Context: an optimization exercise on an open-source flow, tuned for small area. The choices shown serve that exercise and are no tape-out recipe.
In this exercise RTL edits were held to simulation tests only and were not proved equivalent to the original.
No activity file was given, so power comes from the tool's default toggle rates.

==> inputs of delta <==
==> flow/design.v <==
module trafficlight (
	input  clock,
	input  reset,
	input  start,
	output green,
	output post
);
	localparam N = 14;
	localparam [N-1:0] POL = 14'd10922;
	localparam [N-1:0] S = 14'd14178;
	localparam [N-1:0] P = 14'd8192;
	reg [N-1:0] q;             
	wire [N-1:0] x = q ^ POL;  
	wire fb = (x[13] ^ x[0]) & !post;
	assign green = |x[N-2:0];
	assign post = x[N-1] & !green;
	wire [N-1:0] x_next = reset ? P : start ? S : {x[N-2:0], fb};
	always @(posedge clock)
		q <= x_next ^ POL;
endmodule
module intersection (
	input  clock,
	input  reset,
	input  pedestrian_button,
	output pedestrian_green,
	output pedestrian_red,
	output up_green,
	output up_red,
	output down_green,
	output down_red,
	input  turn_sensor,
	output turn_green,
	output turn_red
);
	reg own_a;               
	reg own_b;               
	reg ped_wait;
	reg turn_wait;
	reg pri_pedestrian_down;
	wire start_a, start_b;
	wire green_a, green_b, post_a, post_b;
	trafficlight timer_a (.clock(clock), .reset(reset), .start(start_a), .green(green_a), .post(post_a));
	trafficlight timer_b (.clock(clock), .reset(reset), .start(start_b), .green(green_b), .post(post_b));
	assign pedestrian_green = green_a & own_a;
	assign up_green         = green_a & !own_a;
	assign turn_green       = green_b & own_b;
	assign down_green       = green_b & !own_b;
	assign pedestrian_red = !pedestrian_green;
	assign up_red         = !up_green;
	assign turn_red       = !turn_green;
	assign down_red       = !down_green;
	wire up_idle   = post_a & !own_a;
	wire down_idle = post_b & !own_b;
	wire up_waiting   = !green_a & !up_idle;
	wire down_waiting = !green_b & !down_idle;
	wire ped_blocked  = green_a | (up_waiting & own_a) |
	                    down_green | (down_waiting & pri_pedestrian_down);
	wire up_blocked   = pedestrian_green | (ped_wait & !own_a);
	wire down_blocked = pedestrian_green | (ped_wait & !pri_pedestrian_down) |
	                    green_b | (turn_wait & !own_b);
	wire turn_blocked = down_green | (down_waiting & own_b);
	wire ped_go  = ped_wait & !ped_blocked;
	wire up_go   = up_waiting & !up_blocked;
	wire down_go = down_waiting & !down_blocked;
	wire turn_go = turn_wait & !turn_blocked;
	assign start_a = ped_go | up_go;
	assign start_b = turn_go | down_go;
	always @(posedge clock) begin
		if (reset) begin
			own_a <= 0;
			own_b <= 0;
			ped_wait <= 0;
			turn_wait <= 0;
			pri_pedestrian_down <= 0;
		end else begin
			if (ped_go) own_a <= 1;
			if (up_go) own_a <= 0;
			if (turn_go) own_b <= 1;
			if (down_go) own_b <= 0;
			if (pedestrian_green) pri_pedestrian_down <= 1;
			if (down_green) pri_pedestrian_down <= 0;
			ped_wait  <= ped_wait ? ped_blocked : (pedestrian_button & !pedestrian_green);
			turn_wait <= turn_wait ? turn_blocked : (turn_sensor & !turn_green);
		end
	end
endmodule
==> flow/flow/run.sh <==
#!/bin/bash
set -euo pipefail
bash standard.sh \
  "BUFFER_PORTS_ARGS=-buffer_cell sky130_fd_sc_hd__buf_1" \
  "CTS_ARGS=-repair_clock_nets -dont_use_dummy_load -buf_list sky130_fd_sc_hd__clkbuf_8 -root_buf sky130_fd_sc_hd__clkbuf_8 -sink_clustering_enable -sink_clustering_size 40 -sink_clustering_max_diameter 1000" \
  finish > make_finish.log 2>&1
==> flow/standard.sh <==
#!/bin/bash
# synth_recipe.tcl (not shown) runs the flow's synth.tcl, then flattens the netlist and writes it again
# the make line also repeats each setting of config.mk as NAME=value (left out here)
make -C /OpenROAD-flow-scripts/flow DESIGN_CONFIG=/design/flow/config.mk WORK_HOME=/design/flow/orfs CLKGATE_MAP_FILE= SYNTH_SCRIPT=/design/flow/synth_recipe.tcl "${@:-finish}"
==> flow/config.mk <==
export PLATFORM = sky130hd
export DESIGN_NAME = intersection
export DESIGN_NICKNAME = intersection
export VERILOG_FILES = /design/flow/design.v
export SDC_FILE = /design/flow/constraint.sdc
export NUM_CORES = 4
export LEC_CHECK = 0
export CAP_MARGIN = 20
export CORE_MARGIN = 2
export CORE_UTILIZATION = 40
export SLEW_MARGIN = 20
==> flow/constraint.sdc <==
create_clock -name core_clock -period 5.0 [get_ports {clock}]
set_input_delay 1.0000 -clock core_clock [delete_from_list [all_inputs] [get_ports {clock}]]
set_output_delay 1.0000 -clock core_clock [all_outputs]
set_load 0.01 [all_outputs]
==> tundra (differences from delta) <==
==> flow/design.v, changed modules only <==
module trafficlight (
	input clock,
	input reset,
	input request,
	input blocked,
	output red,
	output green,
	output waiting
);
	reg [7:0] state;
	reg [31:0] counter;
	localparam [31:0] GREEN_PERIOD = 10000;
	localparam [7:0] STATE_IDLE = 0;
	localparam [7:0] STATE_WAIT = 1;
	localparam [7:0] STATE_GREEN = 2;
	always @(posedge clock) begin
		if (reset) begin
			state <= STATE_IDLE;
			counter <= GREEN_PERIOD;
		end else
		case (state)
			STATE_IDLE: begin
				if (request)
					state <= STATE_WAIT;
			end
			STATE_WAIT: begin
				if (!blocked)
					state <= STATE_GREEN;
			end
			STATE_GREEN: begin
				counter <= counter - 1;
				if (counter == 0) begin
					counter <= GREEN_PERIOD;
					state <= STATE_IDLE;
				end
			end
		endcase
	end
	assign waiting = state == STATE_WAIT;
	assign green = state == STATE_GREEN;
	assign red = !green;
endmodule
module intersection (
	input  clock,
	input  reset,
	input  pedestrian_button,
	output pedestrian_green,
	output pedestrian_red,
	output up_green,
	output up_red,
	output down_green,
	output down_red,
	input  turn_sensor,
	output turn_green,
	output turn_red
);
	wire pedestrian_request;
	wire pedestrian_blocked;
	wire pedestrian_waiting;
	wire up_request;
	wire up_blocked;
	wire up_waiting;
	wire down_request;
	wire down_blocked;
	wire down_waiting;
	wire turn_request;
	wire turn_blocked;
	wire turn_waiting;
	reg pri_pedestrian_up;
	reg pri_pedestrian_down;
	reg pri_turn_down;
	always @(posedge clock) begin
		if (pedestrian_green) begin
			pri_pedestrian_up <= 1;
			pri_pedestrian_down <= 1;
		end
		if (up_green) begin
			pri_pedestrian_up <= 0;
		end
		if (down_green) begin
			pri_pedestrian_down <= 0;
			pri_turn_down <= 0;
		end
		if (turn_green) begin
			pri_turn_down <= 1;
		end
		if (reset) begin
			pri_pedestrian_up <= 0;
			pri_pedestrian_down <= 0;
			pri_turn_down <= 0;
		end
	end
	assign pedestrian_request = pedestrian_button;
	assign pedestrian_blocked =
			(up_green || (up_waiting && pri_pedestrian_up)) ||
			(down_green || (down_waiting && pri_pedestrian_down));
	assign up_request = 1;
	assign up_blocked = pedestrian_green || (pedestrian_waiting && !pri_pedestrian_up);
	assign down_request = 1;
	assign down_blocked =
			(pedestrian_green || (pedestrian_waiting && !pri_pedestrian_down)) ||
			(turn_green || (turn_waiting && !pri_turn_down));
	assign turn_request = turn_sensor;
	assign turn_blocked = down_green || (down_waiting && pri_turn_down);
	trafficlight tl_pedestrian (
		.clock   (           clock  ),
		.reset   (           reset  ),
		.request (pedestrian_request),
		.blocked (pedestrian_blocked),
		.red     (pedestrian_red    ),
		.green   (pedestrian_green  ),
		.waiting (pedestrian_waiting)
	);
	trafficlight tl_up (
		.clock   (           clock  ),
		.reset   (           reset  ),
		.request (        up_request),
		.blocked (        up_blocked),
		.red     (        up_red    ),
		.green   (        up_green  ),
		.waiting (        up_waiting)
	);
	trafficlight tl_down (
		.clock   (           clock  ),
		.reset   (           reset  ),
		.request (      down_request),
		.blocked (      down_blocked),
		.red     (      down_red    ),
		.green   (      down_green  ),
		.waiting (      down_waiting)
	);
	trafficlight tl_turn (
		.clock   (           clock  ),
		.reset   (           reset  ),
		.request (      turn_request),
		.blocked (      turn_blocked),
		.red     (      turn_red    ),
		.green   (      turn_green  ),
		.waiting (      turn_waiting)
	);
endmodule
==> flow/run.sh (new file) <==
#!/bin/bash
# synth_recipe.tcl (not shown) runs the flow's synth.tcl, then flattens the netlist and writes it again
# the make line also repeats each setting of config.mk as NAME=value (left out here)
make -C /OpenROAD-flow-scripts/flow DESIGN_CONFIG=/design/flow/config.mk WORK_HOME=/design/flow/orfs CLKGATE_MAP_FILE= SYNTH_SCRIPT=/design/flow/synth_recipe.tcl finish
removed: flow/flow/run.sh
removed: flow/standard.sh
==> comparison <==
The via count of tundra is 6.1 times that of delta.
Between tundra and delta, the lower combinational power is in delta (gap about 55%, measured against delta).
tundra ran to the end with no violations. delta ran to the end with no violations.
Sequential share of layout area: tundra is lower than delta (15 points).
In delta the worst hold slack is worse than in tundra, by 94 ps.
Of delta and tundra, tundra has the higher fmax (gap 6.6%, measured against tundra).
Of tundra and delta, tundra has the higher non-clock buffer count (gap 4).
In power, tundra is at 3.3 times the value of delta.
==> figures <==
                                                                     tundra                    delta
Run status                                           complete, no violations  complete, no violations
Sequential area share after synthesis                                 40.48%                   57.83%
Multiplexer fraction of the synthesized cell area                     1.329%                       0%
Post-Synthesis Mean Instance Area                                8.916 sq um              10.02 sq um
Number of global-route vias before repair                               4869                      806
Worst hold stages                                                          2                        1
Switch share                                                          27.25%                   37.16%
Final-layout worst hold slack                                       476.6 ps                 383.0 ps
Total sequential power                                             0.00127 W               0.000394 W
Chip Width                                                     135.1 microns            57.44 microns
Master of the slowest instance on the critical path          clkdlybuf4s50_1                    or4_1
Static leakage                                                      2.628 nW                0.5315 nW
Register-to-register path setup slack                                1950 ps                  2440 ps
Global Route met1 Usage                                               19.62%                   17.02%
Die Area                                                         18250 sq um               3299 sq um
Worst Slack Setup Final                                              1921 ps                  1704 ps

## port drivers added, routing unchanged
Ports are ideal in the flow. The routed layouts listed here were re-timed in OpenROAD. Step 1, drivers: a clkbuf_16 drives clock and a buf_2 each remaining input, both assumed. Step 2, shift: input delay + t, output delay - t, t = (earliest + latest rising clock arrival at the registers) / 2. This alone moves slack from input paths to output paths. Slacks: ideal ports / drivers / drivers and shift; pairs: ideal ports / drivers.
run | t (ns) | setup slack, ns | hold slack, ns | worst setup path after step 2 | latest minus earliest clock arrival (ns)
delta | 0.283 | 1.704 / 1.683 / 1.966 | 0.383 / 0.383 / 0.383 | register to output | 0.002 / 0.002
tundra | 0.451 | 1.921 / 1.882 / 1.955 | 0.477 / 0.477 / 0.477 | register to register | 0.010 / 0.010
After both steps every run listed still meets setup and hold.
